Context: an optimization exercise on an open-source flow, tuned for small area, a short achievable clock period and few clock cycles per item. The choices shown serve that exercise and are no tape-out recipe. Function was checked by simulation only, so behaviour that the tests miss may differ from the original.

==> flow/design.v <==
module FA (input a, input b, input c, output s, output co);
    assign s = a ^ b ^ c;
    assign co = (a & b) | (c & (a ^ b));
endmodule
module HA (input a, input b, output s, output co);
    assign s = a ^ b;
    assign co = a & b;
endmodule
module GPI (input a, input b, output ng, output np);
    assign ng = ~(a & b);
    assign np = ~(a | b);
endmodule
module MGI (input gh, input ph, input gl, input pl, output g, output p);
    assign g = ~(gh & (ph | gl));
    assign p = ~(ph | pl);
endmodule
module MGP (input gh, input ph, input gl, input pl, output g, output p);
    assign g = ~(gh | (ph & gl));
    assign p = ~(ph & pl);
endmodule
module INV2 (input g, input p, output gn, output pn);
    assign gn = ~g;
    assign pn = ~p;
endmodule
module CSEL (input s, input a, input b, output y);
    assign y = s ? a : b;
endmodule
module CrossProduct (input [10:0] ax,
                     input [10:0] ay,
                     input [10:0] bx,
                     input [10:0] by,
                     input [9:0] nax,
                     input [9:0] nby,
                     output pos);
    wire [9:0] na = nax, nb = nby, mc = ay[9:0], md = bx[9:0];
    wire n1 = ax[10] ^ by[10];    
    wire n2 = ay[10] ^ bx[10];    
    wire x, pa, pb;
    assign pa = n1 ? (n2 & ~x) : (n2 | x);
    assign pb = n1 ? (n2 & x) : (n2 | ~x);
    wire p1, q2, p3, q4, p5, q6, p7, q8, p9, q10, p11, q12, p13, q14, p15, q16;
    wire p17, q18, p19, q20, p21, q22, p23, q24, p25, q26, p27, q28, p29, q30, p31, q32;
    wire p33, q34, p35, q36, p37, q38, p39, q40, p41, q42, p43, q44, p45, q46, p47, q48;
    wire p49, q50, p51, q52, p53, q54, p55, q56, p57, q58, p59, q60, p61, q62, p63, q64;
    wire p65, q66, p67, q68, p69, q70, p71, q72, p73, q74, p75, q76, p77, q78, p79, q80;
    wire p81, q82, p83, q84, p85, q86, p87, q88, p89, q90, p91, q92, p93, q94, p95, q96;
    wire p97, q98, p99, q100, p101, q102, p103, q104, p105, q106, p107, q108, p109, q110, p111, q112;
    wire p113, q114, p115, q116, p117, q118, p119, q120, p121, q122, p123, q124, p125, q126, p127, q128;
    wire p129, q130, p131, q132, p133, q134, p135, q136, p137, q138, p139, q140, p141, q142, p143, q144;
    wire p145, q146, p147, q148, p149, q150, p151, q152, p153, q154, p155, q156, p157, q158, p159, q160;
    wire p161, q162, p163, q164, p165, q166, p167, q168, p169, q170, p171, q172, p173, q174, p175, q176;
    wire p177, q178, p179, q180, p181, q182, p183, q184, p185, q186, p187, q188, p189, q190, p191, q192;
    wire p193, q194, p195, q196, p197, q198, p199, q200, s201, c202, s203, c204, s205, c206, s207, c208;
    wire s209, c210, s211, c212, s213, c214, s215, c216, s217, c218, s219, c220, s221, c222, s223, c224;
    wire s225, c226, s227, c228, s229, c230, s231, c232, s233, c234, s235, c236, s237, c238, s239, c240;
    wire s241, c242, s243, c244, s245, c246, s247, c248, s249, c250, s251, c252, s253, c254, s255, c256;
    wire s257, c258, s259, c260, s261, c262, s263, c264, s265, c266, s267, c268, s269, c270, s271, c272;
    wire s273, c274, s275, c276, s277, c278, s279, c280, s281, c282, s283, c284, s285, c286, s287, c288;
    wire s289, c290, s291, c292, s293, c294, s295, c296, s297, c298, s299, c300, s301, c302, s303, c304;
    wire s305, c306, s307, c308, s309, c310, s311, c312, s313, c314, s315, c316, s317, c318, s319, c320;
    wire s321, c322, s323, c324, s325, c326, s327, c328, s329, c330, s331, c332, s333, c334, s335, c336;
    wire s337, c338, s339, c340, s341, c342, s343, c344, s345, c346, s347, c348, s349, c350, s351, c352;
    wire s353, c354, s355, c356, s357, c358, s359, c360, s361, c362, s363, c364, s365, c366, s367, c368;
    wire s369, c370, s371, c372, s373, c374, s375, c376, s377, c378, s379, c380, s381, c382, s383, c384;
    wire s385, c386, s387, c388, s389, c390, s391, c392, s393, c394, s395, c396, s397, c398, s399, c400;
    wire s401, c402, s403, c404, s405, c406, s407, c408, s409, c410, s411, c412, s413, c414, s415, c416;
    wire s417, c418, s419, c420, s421, c422, s423, c424, s425, c426, s427, c428, s429, c430, s431, c432;
    wire s433, c434, s435, c436, s437, c438, s439, c440, s441, c442, s443, c444, s445, c446, s447, c448;
    wire s449, c450, s451, c452, s453, c454, s455, c456, s457, c458, s459, c460, s461, c462, s463, c464;
    wire s465, c466, s467, c468, s469, c470, s471, c472, s473, c474, s475, c476, s477, c478, s479, c480;
    wire s481, c482, s483, c484, s485, c486, s487, c488, s489, c490, s491, c492, s493, c494, s495, c496;
    wire s497, c498, s499, c500, s501, c502, s503, c504, s505, c506, s507, c508, s509, c510, s511, c512;
    wire s513, c514, s515, c516, s517, c518, s519, c520, s521, c522, s523, c524, s525, c526, s527, c528;
    wire s529, c530, s531, c532, s533, c534, s535, c536, s537, c538, s539, c540, s541, c542, s543, c544;
    wire s545, c546, s547, c548, s549, c550, s551, c552, s553, c554, s555, c556, s557, c558, s559, c560;
    wire s561, c562, s563, c564, g565, t566, g567, t568, g569, t570, g571, t572, g573, t574, g575, t576;
    wire g577, t578, g579, t580, g581, t582, g583, t584, g585, t586, g587, t588, g589, t590, g591, t592;
    wire g593, t594, g595, t596, g597, t598, g599, t600, g601, t602, g603, t604, G605, P606, G607, P608;
    wire G609, P610, G611, P612, G613, P614, G615, P616, G617, P618, G619, P620, G621, P622, G623, P624;
    wire G625, P626, G627, P628, G629, P630, G631, P632, G633, P634, G635, P636, G637, P638, G639, P640;
    wire G641, P642, G643, P644, G645, P646;
    assign p1 = ~(na[0] | nb[0]);
    assign q2 = ~(mc[0] & md[0]);
    assign p3 = ~(na[0] | nb[1]);
    assign q4 = ~(mc[0] & md[1]);
    assign p5 = ~(na[0] | nb[2]);
    assign q6 = ~(mc[0] & md[2]);
    assign p7 = ~(na[0] | nb[3]);
    assign q8 = ~(mc[0] & md[3]);
    assign p9 = ~(na[0] | nb[4]);
    assign q10 = ~(mc[0] & md[4]);
    assign p11 = ~(na[0] | nb[5]);
    assign q12 = ~(mc[0] & md[5]);
    assign p13 = ~(na[0] | nb[6]);
    assign q14 = ~(mc[0] & md[6]);
    assign p15 = ~(na[0] | nb[7]);
    assign q16 = ~(mc[0] & md[7]);
    assign p17 = ~(na[0] | nb[8]);
    assign q18 = ~(mc[0] & md[8]);
    assign p19 = ~(na[0] | nb[9]);
    assign q20 = ~(mc[0] & md[9]);
    assign p21 = ~(na[1] | nb[0]);
    assign q22 = ~(mc[1] & md[0]);
    assign p23 = ~(na[1] | nb[1]);
    assign q24 = ~(mc[1] & md[1]);
    assign p25 = ~(na[1] | nb[2]);
    assign q26 = ~(mc[1] & md[2]);
    assign p27 = ~(na[1] | nb[3]);
    assign q28 = ~(mc[1] & md[3]);
    assign p29 = ~(na[1] | nb[4]);
    assign q30 = ~(mc[1] & md[4]);
    assign p31 = ~(na[1] | nb[5]);
    assign q32 = ~(mc[1] & md[5]);
    assign p33 = ~(na[1] | nb[6]);
    assign q34 = ~(mc[1] & md[6]);
    assign p35 = ~(na[1] | nb[7]);
    assign q36 = ~(mc[1] & md[7]);
    assign p37 = ~(na[1] | nb[8]);
    assign q38 = ~(mc[1] & md[8]);
    assign p39 = ~(na[1] | nb[9]);
    assign q40 = ~(mc[1] & md[9]);
    assign p41 = ~(na[2] | nb[0]);
    assign q42 = ~(mc[2] & md[0]);
    assign p43 = ~(na[2] | nb[1]);
    assign q44 = ~(mc[2] & md[1]);
    assign p45 = ~(na[2] | nb[2]);
    assign q46 = ~(mc[2] & md[2]);
    assign p47 = ~(na[2] | nb[3]);
    assign q48 = ~(mc[2] & md[3]);
    assign p49 = ~(na[2] | nb[4]);
    assign q50 = ~(mc[2] & md[4]);
    assign p51 = ~(na[2] | nb[5]);
    assign q52 = ~(mc[2] & md[5]);
    assign p53 = ~(na[2] | nb[6]);
    assign q54 = ~(mc[2] & md[6]);
    assign p55 = ~(na[2] | nb[7]);
    assign q56 = ~(mc[2] & md[7]);
    assign p57 = ~(na[2] | nb[8]);
    assign q58 = ~(mc[2] & md[8]);
    assign p59 = ~(na[2] | nb[9]);
    assign q60 = ~(mc[2] & md[9]);
    assign p61 = ~(na[3] | nb[0]);
    assign q62 = ~(mc[3] & md[0]);
    assign p63 = ~(na[3] | nb[1]);
    assign q64 = ~(mc[3] & md[1]);
    assign p65 = ~(na[3] | nb[2]);
    assign q66 = ~(mc[3] & md[2]);
    assign p67 = ~(na[3] | nb[3]);
    assign q68 = ~(mc[3] & md[3]);
    assign p69 = ~(na[3] | nb[4]);
    assign q70 = ~(mc[3] & md[4]);
    assign p71 = ~(na[3] | nb[5]);
    assign q72 = ~(mc[3] & md[5]);
    assign p73 = ~(na[3] | nb[6]);
    assign q74 = ~(mc[3] & md[6]);
    assign p75 = ~(na[3] | nb[7]);
    assign q76 = ~(mc[3] & md[7]);
    assign p77 = ~(na[3] | nb[8]);
    assign q78 = ~(mc[3] & md[8]);
    assign p79 = ~(na[3] | nb[9]);
    assign q80 = ~(mc[3] & md[9]);
    assign p81 = ~(na[4] | nb[0]);
    assign q82 = ~(mc[4] & md[0]);
    assign p83 = ~(na[4] | nb[1]);
    assign q84 = ~(mc[4] & md[1]);
    assign p85 = ~(na[4] | nb[2]);
    assign q86 = ~(mc[4] & md[2]);
    assign p87 = ~(na[4] | nb[3]);
    assign q88 = ~(mc[4] & md[3]);
    assign p89 = ~(na[4] | nb[4]);
    assign q90 = ~(mc[4] & md[4]);
    assign p91 = ~(na[4] | nb[5]);
    assign q92 = ~(mc[4] & md[5]);
    assign p93 = ~(na[4] | nb[6]);
    assign q94 = ~(mc[4] & md[6]);
    assign p95 = ~(na[4] | nb[7]);
    assign q96 = ~(mc[4] & md[7]);
    assign p97 = ~(na[4] | nb[8]);
    assign q98 = ~(mc[4] & md[8]);
    assign p99 = ~(na[4] | nb[9]);
    assign q100 = ~(mc[4] & md[9]);
    assign p101 = ~(na[5] | nb[0]);
    assign q102 = ~(mc[5] & md[0]);
    assign p103 = ~(na[5] | nb[1]);
    assign q104 = ~(mc[5] & md[1]);
    assign p105 = ~(na[5] | nb[2]);
    assign q106 = ~(mc[5] & md[2]);
    assign p107 = ~(na[5] | nb[3]);
    assign q108 = ~(mc[5] & md[3]);
    assign p109 = ~(na[5] | nb[4]);
    assign q110 = ~(mc[5] & md[4]);
    assign p111 = ~(na[5] | nb[5]);
    assign q112 = ~(mc[5] & md[5]);
    assign p113 = ~(na[5] | nb[6]);
    assign q114 = ~(mc[5] & md[6]);
    assign p115 = ~(na[5] | nb[7]);
    assign q116 = ~(mc[5] & md[7]);
    assign p117 = ~(na[5] | nb[8]);
    assign q118 = ~(mc[5] & md[8]);
    assign p119 = ~(na[5] | nb[9]);
    assign q120 = ~(mc[5] & md[9]);
    assign p121 = ~(na[6] | nb[0]);
    assign q122 = ~(mc[6] & md[0]);
    assign p123 = ~(na[6] | nb[1]);
    assign q124 = ~(mc[6] & md[1]);
    assign p125 = ~(na[6] | nb[2]);
    assign q126 = ~(mc[6] & md[2]);
    assign p127 = ~(na[6] | nb[3]);
    assign q128 = ~(mc[6] & md[3]);
    assign p129 = ~(na[6] | nb[4]);
    assign q130 = ~(mc[6] & md[4]);
    assign p131 = ~(na[6] | nb[5]);
    assign q132 = ~(mc[6] & md[5]);
    assign p133 = ~(na[6] | nb[6]);
    assign q134 = ~(mc[6] & md[6]);
    assign p135 = ~(na[6] | nb[7]);
    assign q136 = ~(mc[6] & md[7]);
    assign p137 = ~(na[6] | nb[8]);
    assign q138 = ~(mc[6] & md[8]);
    assign p139 = ~(na[6] | nb[9]);
    assign q140 = ~(mc[6] & md[9]);
    assign p141 = ~(na[7] | nb[0]);
    assign q142 = ~(mc[7] & md[0]);
    assign p143 = ~(na[7] | nb[1]);
    assign q144 = ~(mc[7] & md[1]);
    assign p145 = ~(na[7] | nb[2]);
    assign q146 = ~(mc[7] & md[2]);
    assign p147 = ~(na[7] | nb[3]);
    assign q148 = ~(mc[7] & md[3]);
    assign p149 = ~(na[7] | nb[4]);
    assign q150 = ~(mc[7] & md[4]);
    assign p151 = ~(na[7] | nb[5]);
    assign q152 = ~(mc[7] & md[5]);
    assign p153 = ~(na[7] | nb[6]);
    assign q154 = ~(mc[7] & md[6]);
    assign p155 = ~(na[7] | nb[7]);
    assign q156 = ~(mc[7] & md[7]);
    assign p157 = ~(na[7] | nb[8]);
    assign q158 = ~(mc[7] & md[8]);
    assign p159 = ~(na[7] | nb[9]);
    assign q160 = ~(mc[7] & md[9]);
    assign p161 = ~(na[8] | nb[0]);
    assign q162 = ~(mc[8] & md[0]);
    assign p163 = ~(na[8] | nb[1]);
    assign q164 = ~(mc[8] & md[1]);
    assign p165 = ~(na[8] | nb[2]);
    assign q166 = ~(mc[8] & md[2]);
    assign p167 = ~(na[8] | nb[3]);
    assign q168 = ~(mc[8] & md[3]);
    assign p169 = ~(na[8] | nb[4]);
    assign q170 = ~(mc[8] & md[4]);
    assign p171 = ~(na[8] | nb[5]);
    assign q172 = ~(mc[8] & md[5]);
    assign p173 = ~(na[8] | nb[6]);
    assign q174 = ~(mc[8] & md[6]);
    assign p175 = ~(na[8] | nb[7]);
    assign q176 = ~(mc[8] & md[7]);
    assign p177 = ~(na[8] | nb[8]);
    assign q178 = ~(mc[8] & md[8]);
    assign p179 = ~(na[8] | nb[9]);
    assign q180 = ~(mc[8] & md[9]);
    assign p181 = ~(na[9] | nb[0]);
    assign q182 = ~(mc[9] & md[0]);
    assign p183 = ~(na[9] | nb[1]);
    assign q184 = ~(mc[9] & md[1]);
    assign p185 = ~(na[9] | nb[2]);
    assign q186 = ~(mc[9] & md[2]);
    assign p187 = ~(na[9] | nb[3]);
    assign q188 = ~(mc[9] & md[3]);
    assign p189 = ~(na[9] | nb[4]);
    assign q190 = ~(mc[9] & md[4]);
    assign p191 = ~(na[9] | nb[5]);
    assign q192 = ~(mc[9] & md[5]);
    assign p193 = ~(na[9] | nb[6]);
    assign q194 = ~(mc[9] & md[6]);
    assign p195 = ~(na[9] | nb[7]);
    assign q196 = ~(mc[9] & md[7]);
    assign p197 = ~(na[9] | nb[8]);
    assign q198 = ~(mc[9] & md[8]);
    assign p199 = ~(na[9] | nb[9]);
    assign q200 = ~(mc[9] & md[9]);
    assign s201 = ~(q20 ^ q38);
    assign c202 = q20 | q38;
    assign s203 = ~q40;
    assign c204 = q40;
    assign s205 = ~(q14 ^ q32);
    assign c206 = q14 | q32;
    assign s207 = ~(q16 ^ q34);
    assign c208 = q16 | q34;
    FA fs209 (.a(q52), .b(q70), .c(q88), .s(s209), .co(c210));
    HA hs211 (.a(q106), .b(q124), .s(s211), .co(c212));
    assign s213 = ~(q18 ^ q36);
    assign c214 = q18 | q36;
    FA fs215 (.a(q54), .b(q72), .c(q90), .s(s215), .co(c216));
    FA fs217 (.a(q108), .b(q126), .c(q144), .s(s217), .co(c218));
    FA fs219 (.a(q162), .b(p17), .c(p35), .s(s219), .co(c220));
    HA hs221 (.a(p53), .b(p71), .s(s221), .co(c222));
    FA fs223 (.a(q56), .b(q74), .c(q92), .s(s223), .co(c224));
    FA fs225 (.a(q110), .b(q128), .c(q146), .s(s225), .co(c226));
    FA fs227 (.a(q164), .b(q182), .c(p19), .s(s227), .co(c228));
    FA fs229 (.a(p37), .b(p55), .c(p73), .s(s229), .co(c230));
    FA fs231 (.a(p91), .b(p109), .c(p127), .s(s231), .co(c232));
    HA hs233 (.a(p145), .b(p163), .s(s233), .co(c234));
    FA fs235 (.a(q58), .b(q76), .c(q94), .s(s235), .co(c236));
    FA fs237 (.a(q112), .b(q130), .c(q148), .s(s237), .co(c238));
    FA fs239 (.a(q166), .b(q184), .c(p39), .s(s239), .co(c240));
    FA fs241 (.a(p57), .b(p75), .c(p93), .s(s241), .co(c242));
    FA fs243 (.a(p111), .b(p129), .c(p147), .s(s243), .co(c244));
    FA fs245 (.a(p165), .b(p183), .c(s203), .s(s245), .co(c246));
    FA fs247 (.a(q60), .b(q78), .c(q96), .s(s247), .co(c248));
    FA fs249 (.a(q114), .b(q132), .c(q150), .s(s249), .co(c250));
    FA fs251 (.a(q168), .b(q186), .c(p59), .s(s251), .co(c252));
    FA fs253 (.a(p77), .b(p95), .c(p113), .s(s253), .co(c254));
    FA fs255 (.a(p131), .b(p149), .c(p167), .s(s255), .co(c256));
    FA fs257 (.a(q80), .b(q98), .c(q116), .s(s257), .co(c258));
    FA fs259 (.a(q134), .b(q152), .c(q170), .s(s259), .co(c260));
    FA fs261 (.a(q188), .b(p79), .c(p97), .s(s261), .co(c262));
    FA fs263 (.a(q100), .b(q118), .c(q136), .s(s263), .co(c264));
    assign s265 = ~(q10 ^ q28);
    assign c266 = q10 | q28;
    assign s267 = ~(q12 ^ q30);
    assign c268 = q12 | q30;
    FA fs269 (.a(q48), .b(q66), .c(q84), .s(s269), .co(c270));
    HA hs271 (.a(q102), .b(p11), .s(s271), .co(c272));
    FA fs273 (.a(q50), .b(q68), .c(q86), .s(s273), .co(c274));
    FA fs275 (.a(q104), .b(q122), .c(p13), .s(s275), .co(c276));
    FA fs277 (.a(p31), .b(p49), .c(p67), .s(s277), .co(c278));
    HA hs279 (.a(p85), .b(p103), .s(s279), .co(c280));
    FA fs281 (.a(q142), .b(p15), .c(p33), .s(s281), .co(c282));
    FA fs283 (.a(p51), .b(p69), .c(p87), .s(s283), .co(c284));
    FA fs285 (.a(p105), .b(p123), .c(p141), .s(s285), .co(c286));
    FA fs287 (.a(s211), .b(c206), .c(s207), .s(s287), .co(c288));
    FA fs289 (.a(p89), .b(p107), .c(p125), .s(s289), .co(c290));
    FA fs291 (.a(p143), .b(p161), .c(c212), .s(s291), .co(c292));
    FA fs293 (.a(c208), .b(c210), .c(s221), .s(s293), .co(c294));
    FA fs295 (.a(s213), .b(s215), .c(s217), .s(s295), .co(c296));
    FA fs297 (.a(p181), .b(c222), .c(c214), .s(s297), .co(c298));
    FA fs299 (.a(c216), .b(c218), .c(s233), .s(s299), .co(c300));
    FA fs301 (.a(s223), .b(s225), .c(s201), .s(s301), .co(c302));
    FA fs303 (.a(c220), .b(s227), .c(s229), .s(s303), .co(c304));
    FA fs305 (.a(c234), .b(c202), .c(c224), .s(s305), .co(c306));
    FA fs307 (.a(c226), .b(s235), .c(s237), .s(s307), .co(c308));
    FA fs309 (.a(c228), .b(c230), .c(c232), .s(s309), .co(c310));
    FA fs311 (.a(s239), .b(s241), .c(s243), .s(s311), .co(c312));
    FA fs313 (.a(p185), .b(c204), .c(c236), .s(s313), .co(c314));
    FA fs315 (.a(c238), .b(s247), .c(s249), .s(s315), .co(c316));
    FA fs317 (.a(c240), .b(c242), .c(c244), .s(s317), .co(c318));
    FA fs319 (.a(s251), .b(s253), .c(s255), .s(s319), .co(c320));
    FA fs321 (.a(p115), .b(p133), .c(p151), .s(s321), .co(c322));
    FA fs323 (.a(p169), .b(p187), .c(c248), .s(s323), .co(c324));
    FA fs325 (.a(c250), .b(s257), .c(s259), .s(s325), .co(c326));
    FA fs327 (.a(c252), .b(c254), .c(c256), .s(s327), .co(c328));
    FA fs329 (.a(q154), .b(q172), .c(q190), .s(s329), .co(c330));
    FA fs331 (.a(p99), .b(p117), .c(p135), .s(s331), .co(c332));
    FA fs333 (.a(p153), .b(p171), .c(p189), .s(s333), .co(c334));
    FA fs335 (.a(c258), .b(c260), .c(s263), .s(s335), .co(c336));
    FA fs337 (.a(q120), .b(q138), .c(q156), .s(s337), .co(c338));
    FA fs339 (.a(q174), .b(q192), .c(p119), .s(s339), .co(c340));
    FA fs341 (.a(p137), .b(p155), .c(p173), .s(s341), .co(c342));
    FA fs343 (.a(q140), .b(q158), .c(q176), .s(s343), .co(c344));
    assign s345 = ~q6;
    assign c346 = q6;
    assign s347 = ~(q8 ^ q26);
    assign c348 = q8 | q26;
    FA fs349 (.a(q44), .b(q62), .c(p7), .s(s349), .co(c350));
    FA fs351 (.a(q46), .b(q64), .c(q82), .s(s351), .co(c352));
    FA fs353 (.a(p9), .b(p27), .c(p45), .s(s353), .co(c354));
    HA hs355 (.a(p63), .b(p81), .s(s355), .co(c356));
    FA fs357 (.a(p29), .b(p47), .c(p65), .s(s357), .co(c358));
    FA fs359 (.a(p83), .b(p101), .c(c266), .s(s359), .co(c360));
    FA fs361 (.a(s271), .b(s267), .c(s269), .s(s361), .co(c362));
    FA fs363 (.a(p121), .b(c272), .c(c268), .s(s363), .co(c364));
    FA fs365 (.a(c270), .b(s279), .c(s273), .s(s365), .co(c366));
    FA fs367 (.a(s205), .b(s275), .c(s277), .s(s367), .co(c368));
    FA fs369 (.a(c280), .b(c274), .c(s209), .s(s369), .co(c370));
    FA fs371 (.a(c276), .b(c278), .c(s281), .s(s371), .co(c372));
    FA fs373 (.a(s283), .b(s285), .c(s287), .s(s373), .co(c374));
    FA fs375 (.a(c282), .b(c284), .c(c286), .s(s375), .co(c376));
    FA fs377 (.a(s289), .b(s219), .c(s291), .s(s377), .co(c378));
    FA fs379 (.a(c288), .b(s293), .c(s295), .s(s379), .co(c380));
    FA fs381 (.a(c290), .b(s231), .c(c292), .s(s381), .co(c382));
    FA fs383 (.a(c294), .b(s297), .c(c296), .s(s383), .co(c384));
    FA fs385 (.a(s299), .b(s301), .c(s303), .s(s385), .co(c386));
    FA fs387 (.a(s245), .b(c298), .c(c300), .s(s387), .co(c388));
    FA fs389 (.a(s305), .b(c302), .c(s307), .s(s389), .co(c390));
    FA fs391 (.a(s309), .b(c304), .c(s311), .s(s391), .co(c392));
    FA fs393 (.a(c246), .b(c306), .c(s313), .s(s393), .co(c394));
    FA fs395 (.a(c308), .b(c310), .c(s315), .s(s395), .co(c396));
    FA fs397 (.a(s317), .b(c312), .c(s319), .s(s397), .co(c398));
    FA fs399 (.a(s321), .b(s261), .c(c314), .s(s399), .co(c400));
    FA fs401 (.a(s323), .b(c316), .c(c318), .s(s401), .co(c402));
    FA fs403 (.a(s325), .b(s327), .c(c320), .s(s403), .co(c404));
    FA fs405 (.a(s329), .b(c262), .c(c322), .s(s405), .co(c406));
    FA fs407 (.a(s331), .b(s333), .c(c324), .s(s407), .co(c408));
    FA fs409 (.a(c326), .b(c328), .c(s335), .s(s409), .co(c410));
    FA fs411 (.a(p191), .b(c264), .c(c330), .s(s411), .co(c412));
    FA fs413 (.a(s337), .b(c332), .c(c334), .s(s413), .co(c414));
    FA fs415 (.a(s339), .b(s341), .c(c336), .s(s415), .co(c416));
    FA fs417 (.a(q194), .b(p139), .c(p157), .s(s417), .co(c418));
    FA fs419 (.a(p175), .b(p193), .c(c338), .s(s419), .co(c420));
    FA fs421 (.a(s343), .b(c340), .c(c342), .s(s421), .co(c422));
    FA fs423 (.a(q160), .b(q178), .c(q196), .s(s423), .co(c424));
    FA fs425 (.a(p159), .b(p177), .c(p195), .s(s425), .co(c426));
    assign s427 = ~q4;
    assign c428 = q4;
    FA fs429 (.a(q24), .b(q42), .c(p5), .s(s429), .co(c430));
    HA hs431 (.a(p23), .b(p41), .s(s431), .co(c432));
    FA fs433 (.a(p25), .b(p43), .c(p61), .s(s433), .co(c434));
    FA fs435 (.a(c346), .b(s347), .c(s349), .s(s435), .co(c436));
    FA fs437 (.a(c348), .b(s355), .c(s351), .s(s437), .co(c438));
    FA fs439 (.a(s265), .b(c350), .c(s353), .s(s439), .co(c440));
    FA fs441 (.a(c356), .b(c352), .c(c354), .s(s441), .co(c442));
    FA fs443 (.a(s357), .b(s359), .c(s361), .s(s443), .co(c444));
    FA fs445 (.a(c358), .b(c360), .c(s363), .s(s445), .co(c446));
    FA fs447 (.a(c362), .b(s365), .c(s367), .s(s447), .co(c448));
    FA fs449 (.a(c364), .b(c366), .c(s369), .s(s449), .co(c450));
    FA fs451 (.a(c368), .b(s371), .c(s373), .s(s451), .co(c452));
    FA fs453 (.a(c370), .b(s375), .c(c372), .s(s453), .co(c454));
    FA fs455 (.a(s377), .b(c374), .c(s379), .s(s455), .co(c456));
    FA fs457 (.a(c376), .b(s381), .c(c378), .s(s457), .co(c458));
    FA fs459 (.a(s383), .b(c380), .c(s385), .s(s459), .co(c460));
    FA fs461 (.a(c382), .b(c384), .c(s387), .s(s461), .co(c462));
    FA fs463 (.a(s389), .b(c386), .c(s391), .s(s463), .co(c464));
    FA fs465 (.a(c388), .b(s393), .c(c390), .s(s465), .co(c466));
    FA fs467 (.a(s395), .b(c392), .c(s397), .s(s467), .co(c468));
    FA fs469 (.a(s399), .b(c394), .c(c396), .s(s469), .co(c470));
    FA fs471 (.a(s401), .b(s403), .c(c398), .s(s471), .co(c472));
    FA fs473 (.a(s405), .b(c400), .c(s407), .s(s473), .co(c474));
    FA fs475 (.a(c402), .b(c404), .c(s409), .s(s475), .co(c476));
    FA fs477 (.a(s411), .b(c406), .c(s413), .s(s477), .co(c478));
    FA fs479 (.a(c408), .b(s415), .c(c410), .s(s479), .co(c480));
    FA fs481 (.a(s417), .b(c412), .c(s419), .s(s481), .co(c482));
    FA fs483 (.a(c414), .b(s421), .c(c416), .s(s483), .co(c484));
    FA fs485 (.a(c344), .b(s423), .c(c418), .s(s485), .co(c486));
    FA fs487 (.a(s425), .b(c420), .c(c422), .s(s487), .co(c488));
    FA fs489 (.a(q180), .b(q198), .c(p179), .s(s489), .co(c490));
    FA fs491 (.a(p197), .b(c424), .c(c426), .s(s491), .co(c492));
    HA hs493 (.a(q22), .b(p3), .s(s493), .co(c494));
    FA fs495 (.a(c428), .b(s345), .c(s431), .s(s495), .co(c496));
    FA fs497 (.a(c432), .b(c430), .c(s433), .s(s497), .co(c498));
    FA fs499 (.a(c434), .b(s437), .c(c436), .s(s499), .co(c500));
    FA fs501 (.a(c438), .b(s441), .c(c440), .s(s501), .co(c502));
    FA fs503 (.a(c442), .b(s445), .c(c444), .s(s503), .co(c504));
    FA fs505 (.a(c446), .b(s449), .c(c448), .s(s505), .co(c506));
    FA fs507 (.a(c450), .b(s453), .c(c452), .s(s507), .co(c508));
    FA fs509 (.a(c454), .b(s457), .c(c456), .s(s509), .co(c510));
    FA fs511 (.a(c458), .b(s461), .c(c460), .s(s511), .co(c512));
    FA fs513 (.a(c462), .b(s465), .c(c464), .s(s513), .co(c514));
    FA fs515 (.a(c466), .b(s469), .c(s471), .s(s515), .co(c516));
    FA fs517 (.a(s473), .b(c470), .c(c472), .s(s517), .co(c518));
    FA fs519 (.a(s477), .b(c474), .c(s479), .s(s519), .co(c520));
    FA fs521 (.a(s481), .b(c478), .c(s483), .s(s521), .co(c522));
    FA fs523 (.a(s485), .b(c482), .c(s487), .s(s523), .co(c524));
    FA fs525 (.a(s489), .b(c486), .c(s491), .s(s525), .co(c526));
    FA fs527 (.a(q200), .b(p199), .c(c490), .s(s527), .co(c528));
    HA hs529 (.a(p21), .b(s427), .s(s529), .co(c530));
    FA fs531 (.a(c494), .b(s429), .c(s495), .s(s531), .co(c532));
    FA fs533 (.a(c496), .b(s497), .c(s435), .s(s533), .co(c534));
    FA fs535 (.a(c498), .b(s439), .c(s499), .s(s535), .co(c536));
    FA fs537 (.a(c500), .b(s443), .c(s501), .s(s537), .co(c538));
    FA fs539 (.a(c502), .b(s447), .c(s503), .s(s539), .co(c540));
    FA fs541 (.a(c504), .b(s451), .c(s505), .s(s541), .co(c542));
    FA fs543 (.a(c506), .b(s455), .c(s507), .s(s543), .co(c544));
    FA fs545 (.a(s459), .b(c508), .c(s509), .s(s545), .co(c546));
    FA fs547 (.a(s463), .b(c510), .c(s511), .s(s547), .co(c548));
    FA fs549 (.a(s467), .b(c512), .c(s513), .s(s549), .co(c550));
    FA fs551 (.a(c468), .b(c514), .c(s515), .s(s551), .co(c552));
    FA fs553 (.a(s475), .b(s517), .c(c516), .s(s553), .co(c554));
    FA fs555 (.a(c476), .b(c518), .c(s519), .s(s555), .co(c556));
    FA fs557 (.a(c480), .b(s521), .c(c520), .s(s557), .co(c558));
    FA fs559 (.a(c484), .b(s523), .c(c522), .s(s559), .co(c560));
    FA fs561 (.a(c488), .b(s525), .c(c524), .s(s561), .co(c562));
    FA fs563 (.a(c492), .b(s527), .c(c526), .s(s563), .co(c564));
    GPI ug565 (.a(q2), .b(p1), .ng(g565), .np(t566));
    GPI ug567 (.a(s493), .b(s529), .ng(g567), .np(t568));
    GPI ug569 (.a(c530), .b(s531), .ng(g569), .np(t570));
    GPI ug571 (.a(c532), .b(s533), .ng(g571), .np(t572));
    GPI ug573 (.a(c534), .b(s535), .ng(g573), .np(t574));
    GPI ug575 (.a(c536), .b(s537), .ng(g575), .np(t576));
    GPI ug577 (.a(c538), .b(s539), .ng(g577), .np(t578));
    GPI ug579 (.a(c540), .b(s541), .ng(g579), .np(t580));
    GPI ug581 (.a(c542), .b(s543), .ng(g581), .np(t582));
    GPI ug583 (.a(c544), .b(s545), .ng(g583), .np(t584));
    GPI ug585 (.a(c546), .b(s547), .ng(g585), .np(t586));
    GPI ug587 (.a(c548), .b(s549), .ng(g587), .np(t588));
    GPI ug589 (.a(c550), .b(s551), .ng(g589), .np(t590));
    GPI ug591 (.a(s553), .b(c552), .ng(g591), .np(t592));
    GPI ug593 (.a(c554), .b(s555), .ng(g593), .np(t594));
    GPI ug595 (.a(s557), .b(c556), .ng(g595), .np(t596));
    GPI ug597 (.a(s559), .b(c558), .ng(g597), .np(t598));
    GPI ug599 (.a(s561), .b(c560), .ng(g599), .np(t600));
    GPI ug601 (.a(s563), .b(c562), .ng(g601), .np(t602));
    GPI ug603 (.a(c528), .b(c564), .ng(g603), .np(t604));
    MGI mG605 (.gh(g603), .ph(t604), .gl(g601), .pl(t602), .g(G605), .p(P606));
    MGI mG607 (.gh(g599), .ph(t600), .gl(g597), .pl(t598), .g(G607), .p(P608));
    MGI mG609 (.gh(g595), .ph(t596), .gl(g593), .pl(t594), .g(G609), .p(P610));
    MGI mG611 (.gh(g591), .ph(t592), .gl(g589), .pl(t590), .g(G611), .p(P612));
    MGI mG613 (.gh(g587), .ph(t588), .gl(g585), .pl(t586), .g(G613), .p(P614));
    MGI mG615 (.gh(g583), .ph(t584), .gl(g581), .pl(t582), .g(G615), .p(P616));
    MGI mG617 (.gh(g579), .ph(t580), .gl(g577), .pl(t578), .g(G617), .p(P618));
    MGI mG619 (.gh(g575), .ph(t576), .gl(g573), .pl(t574), .g(G619), .p(P620));
    MGI mG621 (.gh(g571), .ph(t572), .gl(g569), .pl(t570), .g(G621), .p(P622));
    MGI mG623 (.gh(g567), .ph(t568), .gl(g565), .pl(t566), .g(G623), .p(P624));
    MGP mG625 (.gh(G605), .ph(P606), .gl(G607), .pl(P608), .g(G625), .p(P626));
    MGP mG627 (.gh(G609), .ph(P610), .gl(G611), .pl(P612), .g(G627), .p(P628));
    MGP mG629 (.gh(G613), .ph(P614), .gl(G615), .pl(P616), .g(G629), .p(P630));
    MGP mG631 (.gh(G617), .ph(P618), .gl(G619), .pl(P620), .g(G631), .p(P632));
    MGP mG633 (.gh(G621), .ph(P622), .gl(G623), .pl(P624), .g(G633), .p(P634));
    MGI mG635 (.gh(G625), .ph(P626), .gl(G627), .pl(P628), .g(G635), .p(P636));
    MGI mG637 (.gh(G629), .ph(P630), .gl(G631), .pl(P632), .g(G637), .p(P638));
    INV2 iG639 (.g(G633), .p(P634), .gn(G639), .pn(P640));
    MGP mG641 (.gh(G635), .ph(P636), .gl(G637), .pl(P638), .g(G641), .p(P642));
    INV2 iG643 (.g(G639), .p(P640), .gn(G643), .pn(P644));
    MGI mG645 (.gh(G641), .ph(P642), .gl(G643), .pl(P644), .g(G645), .p(P646));
    assign x = 1'b1;
    CSEL usel (.s(G645), .a(pa), .b(pb), .y(pos));
endmodule
module geofence (clk,
                 reset,
                 X,
                 Y,
                 valid,
                 is_inside);
    input clk;
    input reset;
    input [9:0] X;
    input [9:0] Y;
    output valid;
    output is_inside;
    reg [3:0] cnt;
    reg [9:0] px, py;
    reg [10:0] ux, sx, sy, ex, ey;        
    reg uys;                              
    reg [9:0] uyn;                        
    wire [10:0] uy = {uys, ~uyn};
    reg ins, vld;
    wire cs, ce;
    wire [9:0] nsx = ~sx[9:0], nex = ~ex[9:0], nuy = uyn;
    CrossProduct C0 (.ax(sx), .ay(sy), .bx(ux), .by(uy), .nax(nsx), .nby(nuy), .pos(cs));
    CrossProduct C1 (.ax(ex), .ay(ey), .bx(ux), .by(uy), .nax(nex), .nby(nuy), .pos(ce));
    assign valid = vld;
    assign is_inside = ins;
    always @(posedge clk or posedge reset) begin
        if (reset) begin
            cnt <= 4'd0;
            vld <= 1'b0;
        end else begin
            cnt <= (cnt == 4'd8) ? 4'd0 : cnt + 4'd1;
            vld <= (cnt == 4'd7);
        end
    end
    wire [10:0] dx = {1'b0, X} - {1'b0, px};
    wire [10:0] dy = {1'b0, Y} - {1'b0, py};
    wire [9:0] lx, ly;    
    assign lx[0] = 1'b0;
    assign ly[0] = 1'b0;
    genvar j;
    generate
        for (j = 1; j < 10; j = j + 1) begin : neg
            assign lx[j] = lx[j-1] | dx[j-1];
            assign ly[j] = ly[j-1] | dy[j-1];
        end
    endgenerate
    wire [9:0] mx = dx[9:0] ^ ({10{dx[10]}} & lx);
    wire [9:0] my = dy[9:0] ^ ({10{dy[10]}} & ly);
    wire place = cnt >= 4'd3 && cnt <= 4'd7;
    always @(posedge clk) begin
        if (cnt == 4'd0) begin
            px <= X;
            py <= Y;
        end
        ux <= {dx[10], mx};
        uys <= dy[10];
        uyn <= ~my;
        if (cnt == 4'd2 || (place && !cs && !ce)) begin
            sx <= ux;
            sy <= uy;
        end
        if (cnt == 4'd2 || (place && cs && ce)) begin
            ex <= ux;
            ey <= uy;
        end
        if (cnt == 4'd2)
            ins <= 1'b0;
        else if (place && !cs && ce)
            ins <= 1'b1;
    end
endmodule
==> flow/run.sh <==
#!/bin/bash
# synth_recipe.tcl (not shown) runs the flow's synth.tcl, then flattens the netlist and writes it again
# the make line also repeats each setting of config.mk as NAME=value (left out here)
make -C /OpenROAD-flow-scripts/flow DESIGN_CONFIG=/design/flow/config.mk WORK_HOME=/design/flow/orfs CLKGATE_MAP_FILE= SYNTH_SCRIPT=/design/flow/synth_recipe.tcl finish
==> flow/config.mk <==
export PLATFORM = sky130hd
export DESIGN_NAME = geofence
export DESIGN_NICKNAME = geofence
export VERILOG_FILES = /design/flow/design.v
export SDC_FILE = /design/flow/constraint.sdc
export NUM_CORES = 4
export LEC_CHECK = 0
export CAP_MARGIN = 20
export CORE_MARGIN = 2
export CORE_UTILIZATION = 40
export CTS_BUF_LIST = sky130_fd_sc_hd__clkbuf_4 sky130_fd_sc_hd__clkbuf_8
export SETUP_SLACK_MARGIN = 1.75
export SLEW_MARGIN = 20
export SYNTH_HIERARCHICAL = 1
export SYNTH_MINIMUM_KEEP_SIZE = 0
==> flow/constraint.sdc <==
create_clock -name core_clock -period 7.5 [get_ports {clk}]
set_input_delay 1.5000 -clock core_clock [delete_from_list [all_inputs] [get_ports {clk}]]
set_output_delay 1.5000 -clock core_clock [all_outputs]
set_load 0.01 [all_outputs]
==> flow_summary_export.csv, run 1 <==
group,metric,value,unit
status,outcome,"no timing/DRC/antenna violations",
cts,numCtsBuffers,9,
finish,stdcell_area,15600,um^2
finish,multi_input_area,10900,um^2
setup_path,cp.required,7540,ps
floorplan,boundaryPins,24,
floorplan,die_area,36800,um^2
timing,setup_violations,0,
global_route,grt_max_degree,23,
global_route,grt_pass1_vias,10500,
routing,antenna_left,0,
routing,drc_errors,0,
placed_design,io_buffer_count,23,
floorplan,core,34600,um^2
timing,fin_skew,11.8,ps
cts,cts_hold_buf,0,
cts,cts_tree,"built",
finish,final.fill_count,3226,
setup_path,max_stage_delay,550,ps
finish,final_cells,1891,
worst_hold_path,hold_class,"reg2reg",
routing,vias_per_cell,5.15,
job,maxCapViolCount,0,
global_route,antenna_found_initial,0,
routing,wl_met2,17.0,mm
setup_path,path_class,"reg2reg",
routing,drt_wl_total,33.5,mm
placed_design,dp_cells,1802,
routing,wl_per_cell,17.7,um
routing,drt-initial-drc-count,563,
timing,tightest_slew,872,ps
cts,root_buffer,"clkbuf_8",
logic_synthesis,synthesis.nets,1791,
setup_path,crit_chain,"buf_4, nor2_1, fa_1, fa_1, fa_1, fa_1, fa_1, fa_1, nor2_1, nor2_2, nand2_1, nor2_1, nand2_1, o21ai_4, mux2_4, nor3_4, nand2b_4, o21ai_4",
finish,drive_gt1_share,14.2,%
finish,diodes,0,
routing,wl_met3,2.18,mm
floorplan,fp.dieW,192,um
timing,fin_crit,5570,ps
logic_synthesis,syn_avg_cell_area,10.2,um^2
setup_path,cp_slowest_cell,"dfxtp_2",
finish,nets,1836,
timing,slew_headroom,41.8,%
finish,layout_common_cells,"fa_1, nor2_1, nand2_1",
timing,hold_violations,0,
timing,rsz0062_at_grt,"yes",
global_route,grt_pass1_wl,54.6,mm
timing,finalMaxSlewViolations,0,
setup_path,cp-start-kind,"register",
logic_synthesis,ys_warn_count,7,
timing,tns,0,ps
floorplan,die_y,192,um
placed_design,hpwl,26.1,mm
setup_path,worst_path_most_repeated_cell,"fa_1",
cts,h-tree-depth,3,
timing,fin_crit_sh,74.3,%
routing,via_count,9731,
logic_synthesis,synthCells,1386,
finish,register_area,2560,um^2
cts,clock-sinks,92,
global_route,grt_overflow_total,0,
setup_path,arrival,5610,ps
setup_path,cp_max_fo,9,
routing,wl_met1,13.8,mm
setup_path,end_kind,"register",
timing,max_freq,179,MHz
finish,final_common_cell,"fa_1",
cts,clk_pin_slew,90,ps
floorplan,rows,68,
logic_synthesis,synth_area,14100,um^2
cts,clockBufferDepth,2,
routing,top_layer,"met4",
global_route,grt.total_usage,19.3,%
cts,clkLatencyLatePin,360,ps
placed_design,placed_area,14600,um^2
floorplan,initial_core_util,40.8,%
placed_design,globalplace.congestion,0.852,
routing,first_pass_iters,5,
finish,syn2layout_area_growth,10.8,%
==> what timing repair did <==
action,4_1_cts,5_1_grt
setup endpoints to repair,45,44
pin swaps,0,2
gates resized for setup,34,34
buffers inserted,11,59
gates cloned,3,0
==> final timing paths <==
path | from | endpoint | slack, ps | depth (start not counted)
worst min register to register | cnt[0] | cnt[0] | 500 | 1
worst min-delay path | cnt[0] | cnt[0] | 500 | 1
worst max register to register | uyn[3] | sy[4] | 1930 | 18
max in group asynchronous | reset | cnt[2] | 5950 | 2
worst max-delay path | uyn[3] | sy[4] | 1930 | 18
min in group asynchronous | reset | cnt[3] | 1370 | 2
==> final cells by class <==
type / count / share of cell area, %
tap: 455 / 3.64
multi-input combinational: 1119 / 69.6
timing repair buffer: 117 / 6.52
clock inverter: 3 / 0.168
inverter: 92 / 2.59
sequential: 92 / 16.4
clock buffer: 13 / 1.10
==> metal layers <==
metal / up-vias / global-route usage (%)
met5: - / 0
met4: 0 / 4.73
met3: 46 / 3.56
met2: 343 / 33.2
met1: 4967 / 25.2
li1: 4375 / -
==> registers in the layout, summed over array words and instances, names as in the netlist, 10 cells and up <==
| register | count |
|---|---|
| px | 10 |
| ux | 11 |
| sx | 11 |
| ey | 11 |
| py | 10 |
| ex | 11 |
| uyn | 10 |
| sy | 11 |
==> critical path: cells and delay by family (launching register included) <==
kind | cells | cell delay (ps)
flops | 1 | 550
buf+inv | 1 | 230
mux | 1 | 350
simple gates | 8 | 940
compound gates | 2 | 380
fa+ha+maj | 6 | 2790
==> stage by stage <==
| step | utilization, % | hold slack, ps | worst slack, ps |
|---|---|---|---|
| 2_1_floorplan | - | 437 | 2120 |
| 3_3_place_gp | 42.2 | 477 | 1170 |
| 3_5_place_dp | 42.2 | 482 | 1050 |
| 4_1_cts | 43.4 | 496 | 1750 |
| 5_1_grt | 45.2 | 523 | 1730 |
| 6_report | 45.2 | 499 | 1930 |
Testbench counts, summed over its fixed seeds: cycles 28,800, tests 3,200.
==> inputs of run 2 (changes only) <==
--- a/flow/config.mk
+++ b/flow/config.mk
@@ -10,5 +10,5 @@
 export CORE_UTILIZATION = 40
 export CTS_BUF_LIST = sky130_fd_sc_hd__clkbuf_4 sky130_fd_sc_hd__clkbuf_8
-export SETUP_SLACK_MARGIN = 1.75
+export SETUP_SLACK_MARGIN = 1.4
 export SLEW_MARGIN = 20
 export SYNTH_HIERARCHICAL = 1
==> run 2 against run 1 <==
  * Still clean on timing, DRC and antenna
  * Utilization is 1.8 points lower
  * Synthesized cell count unchanged
  * Largest cell class unchanged
==> flow_summary_export.csv, run 2 <==
group,metric,value,unit
finish,nets,1780,
floorplan,rows,68,
setup_path,max_stage_delay,570,ps
placed_design,placed_area,14600,um^2
timing,max_freq,172,MHz
setup_path,end_kind,"register",
finish,drive_gt1_share,9.28,%
global_route,grt_pass1_wl,54.4,mm
placed_design,globalplace.congestion,0.858,
setup_path,cp_max_fo,14,
timing,finalMaxSlewViolations,0,
setup_path,setup.worst_path.start,"ux[2]",
timing,fin_skew,13.4,ps
finish,stdcell_area,15000,um^2
cts,clockBufferDepth,2,
setup_path,r2r_start,"ux[2]",
logic_synthesis,synthesis.nets,1791,
global_route,grt_pass1_vias,10400,
global_route,antenna_found_initial,0,
routing,drc_errors,0,
job,maxCapViolCount,0,
timing,fin_crit_sh,77.6,%
routing,vias_per_cell,5.21,
cts,clock-sinks,92,
placed_design,dp_cells,1800,
setup_path,arrival,5860,ps
logic_synthesis,syn_avg_cell_area,10.2,um^2
logic_synthesis,synthCells,1386,
global_route,grt.total_usage,19.2,%
timing,tns,0,ps
timing,setup_violations,0,
routing,antenna_left,0,
cts,h-tree-depth,3,
finish,syn2layout_area_growth,6.45,%
cts,root_buffer,"clkbuf_8",
setup_path,cp_slowest_cell,"fa_1",
routing,via_count,9566,
finish,utilization,43.4,%
setup_path,crit_chain,"buf_4, nand2_1, fa_1, fa_1, fa_1, fa_1, fa_1, fa_1, nor2_1, nor2_1, nand2_1, nor2_1, nand2_1, o21ai_2, mux2_4, nand2b_1, buf_4, o21ai_2",
routing,drt-initial-drc-count,606,
finish,layout_common_cells,"fa_1, nor2_1, nand2_1",
global_route,grt_overflow_total,0,
logic_synthesis,ys_warn_count,7,
cts,clk_pin_slew,90,ps
routing,first_pass_iters,5,
cts,numCtsBuffers,9,
finish,final_common_cell,"fa_1",
worst_hold_path,hold_class,"reg2reg",
cts,cts_tree,"built",
setup_path,cp.required,7540,ps
status,outcome,"no timing/DRC/antenna violations",
timing,slew_headroom,41.2,%
floorplan,initial_core_util,40.8,%
finish,diodes,0,
placed_design,io_buffer_count,23,
global_route,grt_max_degree,23,
floorplan,core,34600,um^2
floorplan,fp.dieW,192,um
timing,hold_slack,491,ps
routing,wl_per_cell,17.8,um
setup_path,worst_path_most_repeated_cell,"fa_1",
timing,fin_crit,5820,ps
floorplan,die_y,192,um
cts,clkLatencyLatePin,360,ps
placed_design,hpwl,25.7,mm
floorplan,die_area,36800,um^2
floorplan,boundaryPins,24,
timing,tightest_slew,882,ps
finish,final_cells,1835,
timing,rsz0062_at_grt,"no",
logic_synthesis,synth_area,14100,um^2
setup_path,path_class,"reg2reg",
routing,drt_wl_total,32.6,mm
timing,hold_violations,0,
worst_hold_path,hold_start,"cnt[0]",
setup_path,cp-start-kind,"register",
[run 2: critical path, delay by kind of cell (launching register included)]
| kind | cells | cell delay [ps] |
|---|---|---|
| mux | 1 | 340 |
| flops | 1 | 540 |
| simple gates | 7 | 900 |
| compound gates | 2 | 330 |
| buf+inv | 2 | 460 |
| fa+ha+maj | 6 | 2890 |
[run 2: final timing paths]
path                           to  slack (ps)  cells past startpoint
max in group asynchronous  cnt[2]        5960                      2
setup reg to reg            sy[6]        1680                     18
setup / recovery            sy[6]        1680                     18
hold reg to reg            cnt[0]         490                      1
min in group asynchronous  cnt[0]        1350                      2
hold / removal             cnt[0]         490                      1
[run 2: metrics by stage]
stage                     worst slack (ps)
after floorplan                       1650
after global placement                1230
after detailed placement              1100
after CTS                             1480
after global routing                  1410
final                                 1680
[run 2: layout make-up]
type | count | area, um^2
clock buffer | 12 | 153
clock inverter | 4 | 32.5
fill | 3277 | 19600
inverter | 92 | 368
multi-input combinational | 1119 | 10800
sequential | 92 | 2540
tap | 455 | 569
timing repair buffer | 61 | 536
[run 2: repair_timing]
action / CTS / global route
setup buffers: 0 / 16
pin swaps: 0 / 0
hold buffers: 0 / 0
gates cloned: 0 / 3
gates resized for setup: 12 / 19
setup endpoints to repair: 44 / 44
[run 2: per-layer routing]
layer	track usage, %	vias up	part of all wire (%)
met2	32.6	335	50
met1	25.9	4923	42
met4	4.41	0	1.8
li1	-	4263	-
met3	2.91	45	6.2
met5	0	-	0
==> inputs of run 3 (changes only) <==
--- a/flow/config.mk
+++ b/flow/config.mk
@@ -10,5 +10,5 @@
 export CORE_UTILIZATION = 40
 export CTS_BUF_LIST = sky130_fd_sc_hd__clkbuf_4 sky130_fd_sc_hd__clkbuf_8
-export SETUP_SLACK_MARGIN = 1.4
+export SETUP_SLACK_MARGIN = 1.6
 export SLEW_MARGIN = 20
 export SYNTH_HIERARCHICAL = 1
==> run 3 against run 2 <==
  * Clock-buffer cell count stayed put
  * Via count up 0.31%
  * Non-clock buffer count increased by 24
  * Cell count grew 1.3%
  * Flip-flop and latch count unchanged
==> flow_summary_export.csv, run 3 <==
group,metric,value,unit
worst_hold_path,hold_depth,1,
floorplan,die_y,192,um
setup_path,max_stage_delay,560,ps
cts,h-tree-depth,3,
finish,stdcell_area,15300,um^2
setup_path,crit_chain,"buf_4, nand2_1, fa_1, fa_1, fa_1, fa_1, fa_1, fa_1, nor2_1, nor2_1, nand2_1, nor2_2, nand2_1, o21ai_2, mux2_4, nand2b_2, o21ai_2",
placed_design,placed_area,14600,um^2
cts,clockBufferDepth,2,
timing,fin_skew,12.1,ps
routing,antenna_left,0,
logic_synthesis,syn_avg_cell_area,10.2,um^2
finish,multi_input_area,10800,um^2
timing,tns,0,ps
setup_path,r2r_end,"sy[7]",
floorplan,boundaryPins,24,
routing,first_pass_iters,5,
placed_design,hpwl,25.7,mm
setup_path,r2r_start,"ux[2]",
timing,fin_crit_sh,75.5,%
finish,diodes,0,
setup_path,worst_path_most_repeated_cell,"fa_1",
finish,drive_gt1_share,11.5,%
setup_path,reg2reg_depth,17,
finish,final_common_cell,"fa_1",
finish,final_cells,1859,
logic_synthesis,synthCells,1386,
cts,clock-sinks,92,
timing,setup_violations,0,
cts,clkLatencyLatePin,360,ps
setup_path,cp_slowest_cell,"fa_1",
finish,nets,1804,
worst_hold_path,hold_class,"reg2reg",
finish,register_area,2550,um^2
placed_design,io_buffer_count,23,
finish,final.fill_count,3242,
logic_synthesis,synthesis.nets,1791,
routing,vias_per_cell,5.16,
routing,drt_wl_total,32.8,mm
finish,layout_common_cells,"fa_1, nor2_1, nand2_1",
global_route,grt_pass1_vias,10400,
setup_path,path_class,"reg2reg",
logic_synthesis,synth_area,14100,um^2
cts,clk_pin_slew,90,ps
global_route,grt_overflow_total,0,
global_route,grt_max_degree,23,
global_route,grt.total_usage,19.2,%
setup_path,path_delay_family,"adder cells",
worst_hold_path,holdPathEnd,"cnt[0]",
job,maxCapViolCount,0,
cts,cts_tree,"built",
worst_hold_path,hold_start,"cnt[0]",
timing,max_freq,177,MHz
global_route,antenna_found_initial,0,
routing,via_count,9596,
setup_path,cp-start-kind,"register",
setup_path,arrival,5700,ps
timing,rsz0062_at_grt,"no",
timing,fin_crit,5660,ps
cts,numCtsBuffers,9,
floorplan,initial_core_util,40.8,%
timing,tightest_slew,879,ps
global_route,grt_pass1_wl,54.4,mm
timing,slew_headroom,41.4,%
setup_path,crit_buf_inv,1,
status,outcome,"no timing/DRC/antenna violations",
cts,root_buffer,"clkbuf_8",
timing,hold_violations,0,
setup_path,end_kind,"register",
setup_path,cp.required,7540,ps
floorplan,fp.dieW,192,um
placed_design,globalplace.congestion,0.858,
timing,finalMaxSlewViolations,0,
setup_path,cp_max_fo,14,
routing,drt-initial-drc-count,677,
setup_path,reg2reg_slack,1840,ps
floorplan,rows,68,
placed_design,dp_cells,1800,
floorplan,core,34600,um^2
routing,drc_errors,0,
logic_synthesis,ys_warn_count,7,
finish,syn2layout_area_growth,8.36,%
floorplan,die_area,36800,um^2
routing,wl_per_cell,17.6,um
-- run 3: worst max path at each step --
stage           from  endpoint  cells after the start  slack (ps)
6_report       ux[2]     sy[7]                     17        1840
5_1_grt        ux[5]     sy[7]                     18        1580
4_1_cts        ux[2]     sy[0]                     17        1620
3_5_place_dp   ux[4]     sy[0]                     17        1100
3_3_place_gp   ux[4]     sy[1]                     17        1230
2_1_floorplan  ux[9]     ex[0]                     17        1650
-- run 3: stage by stage --
stage	utilization, %	hold slack, ps	worst slack [ps]
6_report	44.2	491	1840
2_1_floorplan	-	437	1650
5_1_grt	44.2	544	1580
4_1_cts	43.1	494	1620
3_3_place_gp	42.1	474	1230
3_5_place_dp	42.1	476	1100
-- run 3: worst reg2reg max path, stage by stage, from the launching register on --
cell and delay [ps]:
dfxtp_4 470, buf_4 270, nand2_1 110, fa_1 530, fa_1 560, fa_1 420
fa_1 390, fa_1 460, fa_1 510, nor2_1 70, nor2_1 160, nand2_1 120
nor2_2 190, nand2_1 90, o21ai_2 190, mux2_4 340, nand2b_2 270, o21ai_2 170
-- run 3: final cells by class --
cell class	count	share of cell area [%]
repair buffers	85	5.00
inverters	92	2.53
clock inverters	4	0.213
well taps	455	3.72
multi-input cells	1119	70.9
clock buffers	12	0.998
flip-flops and latches	92	16.7
-- run 3: routing by layer --
metal | up-vias | GRT usage, % | wire [um]
met5 | - | 0 | 0
met4 | 0 | 4.29 | 561
met3 | 45 | 2.87 | 1970
met2 | 326 | 32.6 | 16500
met1 | 4919 | 26.0 | 13700
li1 | 4306 | - | -
-- run 3: what timing repair did --
action / in CTS / in global routing
cloned: 0 / 3
setup endpoints to repair: 44 / 44
gates resized for setup: 22 / 25
hold buffers: 0 / 0
buffers inserted: 10 / 30
==> inputs of run 4 (changes only) <==
--- a/flow/config.mk
+++ b/flow/config.mk
@@ -10,5 +10,5 @@
 export CORE_UTILIZATION = 40
 export CTS_BUF_LIST = sky130_fd_sc_hd__clkbuf_4 sky130_fd_sc_hd__clkbuf_8
-export SETUP_SLACK_MARGIN = 1.6
+export SETUP_SLACK_MARGIN = 1.5
 export SLEW_MARGIN = 20
 export SYNTH_HIERARCHICAL = 1
==> run 4 against run 3 <==
  * First-iteration DRC count fell by 7.4%
  * Via count fell by 0.49%
  * Area after synthesis did not move
  * Still clean on timing, DRC and antenna
  * Flip-flop and latch count did not move
  * Sequential share of layout area rose by 0.23 points
  * Fmax fell by 1.0%
  * Die area did not move
  * Cell count fell by 1.3%
==> flow_summary_export.csv, run 4 <==
group,metric,value,unit
status,outcome,"no timing/DRC/antenna violations",
timing,tightest_slew,879,ps
global_route,grt_overflow_total,0,
cts,clk_pin_slew,90,ps
routing,drc_errors,0,
finish,layout_common_cells,"fa_1, nor2_1, nand2_1",
setup_path,path_class,"reg2reg",
finish,final_common_cell,"fa_1",
setup_path,crit_chain,"inv_1, nor2_1, fa_1, fa_1, fa_1, fa_1, fa_1, fa_1, nor2_1, nor2_1, nand2_1, nor2_1, nand2_1, o21ai_2, mux2_4, nand2b_1, buf_4, o21ai_2",
routing,drt-initial-drc-count,627,
cts,clockBufferDepth,2,
setup_path,arrival,5750,ps
global_route,grt_pass1_vias,10400,
placed_design,io_buffer_count,23,
cts,numCtsBuffers,9,
logic_synthesis,synth_area,14100,um^2
timing,tns,0,ps
routing,via_count,9549,
floorplan,die_area,36800,um^2
timing,hold_violations,0,
routing,antenna_left,0,
timing,slew_headroom,41.4,%
setup_path,max_stage_delay,530,ps
finish,nets,1780,
timing,fin_skew,14.5,ps
timing,fin_crit_sh,76.3,%
cts,clock-sinks,92,
global_route,antenna_found_initial,0,
cts,root_buffer,"clkbuf_8",
routing,vias_per_cell,5.20,
timing,hold_slack,491,ps
placed_design,globalplace.congestion,0.858,
logic_synthesis,synthesis.nets,1791,
floorplan,boundaryPins,24,
timing,setup_violations,0,
logic_synthesis,synthCells,1386,
finish,diodes,0,
job,maxCapViolCount,0,
timing,fin_crit,5720,ps
floorplan,die_y,192,um
setup_path,crit_buf_inv,2,
timing,rsz0062_at_grt,"no",
cts,clkLatencyLatePin,360,ps
routing,drt_wl_total,32.7,mm
timing,max_freq,175,MHz
setup_path,worst_path_most_repeated_cell,"fa_1",
finish,drive_gt1_share,9.42,%
global_route,grt.total_usage,19.2,%
logic_synthesis,syn_avg_cell_area,10.2,um^2
placed_design,pre_cts_slack,1100,ps
timing,finalMaxSlewViolations,0,
floorplan,initial_core_util,40.8,%
finish,utilization,43.4,%
routing,wl_per_cell,17.8,um
worst_hold_path,hold_class,"reg2reg",
floorplan,core,34600,um^2
setup_path,path_delay_family,"adder cells",
cts,cts_tree,"built",
logic_synthesis,ys_warn_count,7,
global_route,grt_pass1_wl,54.4,mm
cts,h-tree-depth,3,
setup_path,cp.required,7530,ps
floorplan,fp.dieW,192,um
routing,first_pass_iters,7,
finish,syn2layout_area_growth,6.54,%
placed_design,hpwl,25.7,mm
setup_path,cp_max_fo,10,
setup_path,cp_slowest_cell,"fa_1",
setup_path,cp-start-kind,"register",
floorplan,rows,68,
setup_path,end_kind,"register",
cts,cts_hold_buf,0,
timing,setup_slack,1780,ps
global_route,grt_max_degree,23,
run 4: area by class of cell:
| type | count | area [um^2] |
|---|---|---|
| Fill cell | 3273 | 19600 |
| Multi-Input combinational cell | 1119 | 10800 |
| Sequential cell | 92 | 2540 |
| Tap cell | 455 | 569 |
| Timing Repair Buffer | 61 | 539 |
| Inverter | 92 | 368 |
| Clock buffer | 12 | 153 |
| Clock inverter | 4 | 32.5 |
run 4: stage by stage:
stage / std cells / instance area (um^2)
3_5_place_dp: 1800 / 14600
3_3_place_gp: 1800 / 14600
4_1_cts: 1816 / 14800
5_1_grt: 1835 / 15000
2_1_floorplan: 1386 / 14100
6_report: 1835 / 15000
run 4: timing repair:
action,in CTS,in global routing
resized for setup,13,22
setup buffers,0,16
setup endpoints to repair,44,44
gates cloned,0,3
run 4: metal layers:
metal / vias up / track usage, % / part of all wire [%]
li1: 4266 / - / -
met1: 4918 / 25.9 / 42
met2: 321 / 32.6 / 50
met3: 44 / 2.91 / 6.4
met4: 0 / 4.41 / 1.8
met5: - / 0 / 0
run 4: worst reg2reg max path: cells and delay by family, from the launching register on:
| family | cells | cell delay, ps |
|---|---|---|
| multiplexers | 1 | 340 |
| adder cells (fa/ha/maj) | 6 | 2820 |
| buffers and inverters | 2 | 580 |
| AO/OA/AOI/OAI | 2 | 330 |
| AND/OR/NAND/NOR | 7 | 930 |
| flip-flops | 1 | 380 |
run 4: final timing paths:
kind | from | end | slack [ps] | cells after the start
setup / recovery | ex[3] | sx[9] | 1780 | 18
hold / removal | cnt[0] | cnt[0] | 490 | 1
setup reg to reg | ex[3] | sx[9] | 1780 | 18
hold reg to reg | cnt[0] | cnt[0] | 490 | 1
max in group asynchronous | reset | cnt[2] | 5960 | 2
min in group asynchronous | reset | cnt[0] | 1350 | 2
==> inputs of run 5 (changes only) <==
--- a/flow/config.mk
+++ b/flow/config.mk
@@ -10,4 +10,5 @@
 export CORE_UTILIZATION = 40
 export CTS_BUF_LIST = sky130_fd_sc_hd__clkbuf_4 sky130_fd_sc_hd__clkbuf_8
+export PLACE_DENSITY = 0.7
 export SETUP_SLACK_MARGIN = 1.5
 export SLEW_MARGIN = 20
==> run 5 against run 4 <==
  * Still clean on timing, DRC and antenna
  * Fmax fell by 0.86%
  * Die area unchanged
==> flow_summary_export.csv, run 5 <==
group,metric,value,unit
logic_synthesis,synthCells,1386,
finish,diodes,0,
setup_path,cp_max_fo,22,
timing,rsz0062_at_grt,"no",
placed_design,pre_cts_slack,1140,ps
routing,drt_wl_total,32.1,mm
timing,finalMaxSlewViolations,0,
setup_path,path_delay_family,"adder cells",
routing,antenna_left,0,
finish,drive_gt1_share,9.67,%
setup_path,reg2reg_depth,18,
floorplan,fp.dieW,192,um
finish,layout_common_cells,"fa_1, nor2_1, nand2_1",
cts,clkLatencyLatePin,370,ps
timing,tns,0,ps
timing,hold_slack,520,ps
status,outcome,"no timing/DRC/antenna violations",
timing,fin_skew,16.3,ps
floorplan,initial_core_util,40.8,%
setup_path,max_stage_delay,560,ps
logic_synthesis,ys_warn_count,7,
finish,final.fill_count,3202,
setup_path,crit_chain,"buf_4, nor2_1, fa_1, fa_1, fa_1, fa_1, fa_1, fa_1, nor2_1, nor2_1, nand2_1, nor2_1, nand2_1, o21ai_2, mux2_4, o211ai_1, a21oi_2, buf_4",
global_route,grt_pass1_vias,10600,
cts,clk_pin_slew,90,ps
logic_synthesis,synthesis.nets,1791,
logic_synthesis,synth_area,14100,um^2
global_route,grt_overflow_total,0,
timing,setup_slack,1730,ps
cts,cts_tree,"built",
cts,root_buffer,"clkbuf_8",
setup_path,crit_cells,18,
finish,final_common_cell,"fa_1",
global_route,grt.total_usage,18.7,%
placed_design,io_buffer_count,23,
timing,fin_crit,5770,ps
routing,wl_per_cell,17.4,um
setup_path,worst_path_most_repeated_cell,"fa_1",
cts,h-tree-depth,3,
placed_design,dp_cells,1798,
setup_path,arrival,5810,ps
cts,numCtsBuffers,9,
timing,hold_violations,0,
routing,drt-initial-drc-count,709,
setup_path,path_class,"reg2reg",
cts,clock-sinks,92,
global_route,grt_pass1_wl,53.3,mm
floorplan,die_y,192,um
worst_hold_path,hold_depth,1,
cts,clockBufferDepth,2,
setup_path,crit_buf_inv,2,
timing,max_freq,173,MHz
finish,syn2layout_area_growth,7.14,%
setup_path,end_kind,"register",
global_route,grt_max_degree,25,
logic_synthesis,syn_avg_cell_area,10.2,um^2
routing,via_count,9717,
finish,final_cells,1841,
floorplan,core,34600,um^2
setup_path,cp-start-kind,"register",
routing,drc_errors,0,
worst_hold_path,hold_class,"reg2reg",
global_route,antenna_found_initial,1,
finish,nets,1786,
placed_design,hpwl,25.2,mm
timing,tightest_slew,859,ps
floorplan,rows,68,
floorplan,boundaryPins,24,
timing,slew_headroom,42.8,%
job,maxCapViolCount,0,
setup_path,cp_slowest_cell,"fa_1",
placed_design,globalplace.congestion,0.871,
timing,setup_violations,0,
setup_path,cp.required,7540,ps
floorplan,die_area,36800,um^2
routing,first_pass_iters,5,
routing,vias_per_cell,5.28,
timing,fin_crit_sh,76.9,%
==> run 5: through the flow <==
stage / area [um^2] / utilization [%]
after detailed placement: 14600 / 42.1
final: 15100 / 43.7
after global routing: 15100 / 43.7
after global placement: 14600 / 42.1
after floorplan: 14100 / -
after CTS: 14800 / 42.8
==> run 5: routing by layer <==
layer  up-vias  GRT usage, %  wire length (um)
met5         -             0                12
met4         2          6.07               891
met3        75          3.38              2750
met2       417          32.2             16000
met1      4951          23.9             12400
li1       4272             -                 -
==> run 5: layout make-up <==
type / instances / area [um^2] / area share [%]
multi-input cells: 1119 / 10800 / 71.6
flip-flops and latches: 92 / 2540 / 16.8
repair buffers: 67 / 609 / 4.03
well taps: 455 / 569 / 3.77
inverters: 92 / 368 / 2.43
clock buffers: 9 / 124 / 0.819
clock inverters: 7 / 82.6 / 0.546
==> run 5: timing repair <==
| action | 4_1_cts | 5_1_grt |
|---|---|---|
| gates resized for setup | 12 | 21 |
| hold buffers | 0 | 0 |
| gates cloned | 0 | 3 |
| buffers inserted | 0 | 24 |
| setup endpoints to repair | 44 | 44 |
==> run 5: worst paths after layout <==
check / startpoint / endpoint / slack [ps]
max in group asynchronous: reset / cnt[1] / 5960
worst min register to register: cnt[0] / cnt[0] / 520
worst min-delay path: cnt[0] / cnt[0] / 520
worst max-delay path: uyn[7] / ex[1] / 1730
worst max register to register: uyn[7] / ex[1] / 1730
min in group asynchronous: reset / cnt[0] / 1370

[what the ideal ports hide]
How much do the figures lean on ideal ports? The routed layouts below were timed once more, with nothing changed but the port constraints.
Step 1 sets driving cells, clkbuf_16 on the clock port and buf_2 on the other inputs (assumed; they add their load-dependent delay and slew).
Step 2, shift: input delay + t, output delay - t, t = (earliest + latest rising clock arrival at the registers) / 2. This alone moves slack from input paths to output paths.
Slacks: ideal / step 1 / step 2; pairs: ideal / step 1.
run	t, ns	setup WS [ns]	worst setup path at the end	latest minus earliest clock arrival (ns)	cell pins on the clock port's net
run 1	0.398	1.925 / 1.925 / 1.925	register to register	0.012 / 0.013	1
run 2	0.396	1.682 / 1.682 / 1.682	register to register	0.014 / 0.015	1
run 3	0.397	1.839 / 1.839 / 1.839	register to register	0.013 / 0.013	1
run 4	0.395	1.779 / 1.779 / 1.779	register to register	0.016 / 0.016	1
run 5	0.399	1.729 / 1.729 / 1.729	register to register	0.016 / 0.017	1
After both steps setup and hold are still met in every run listed.
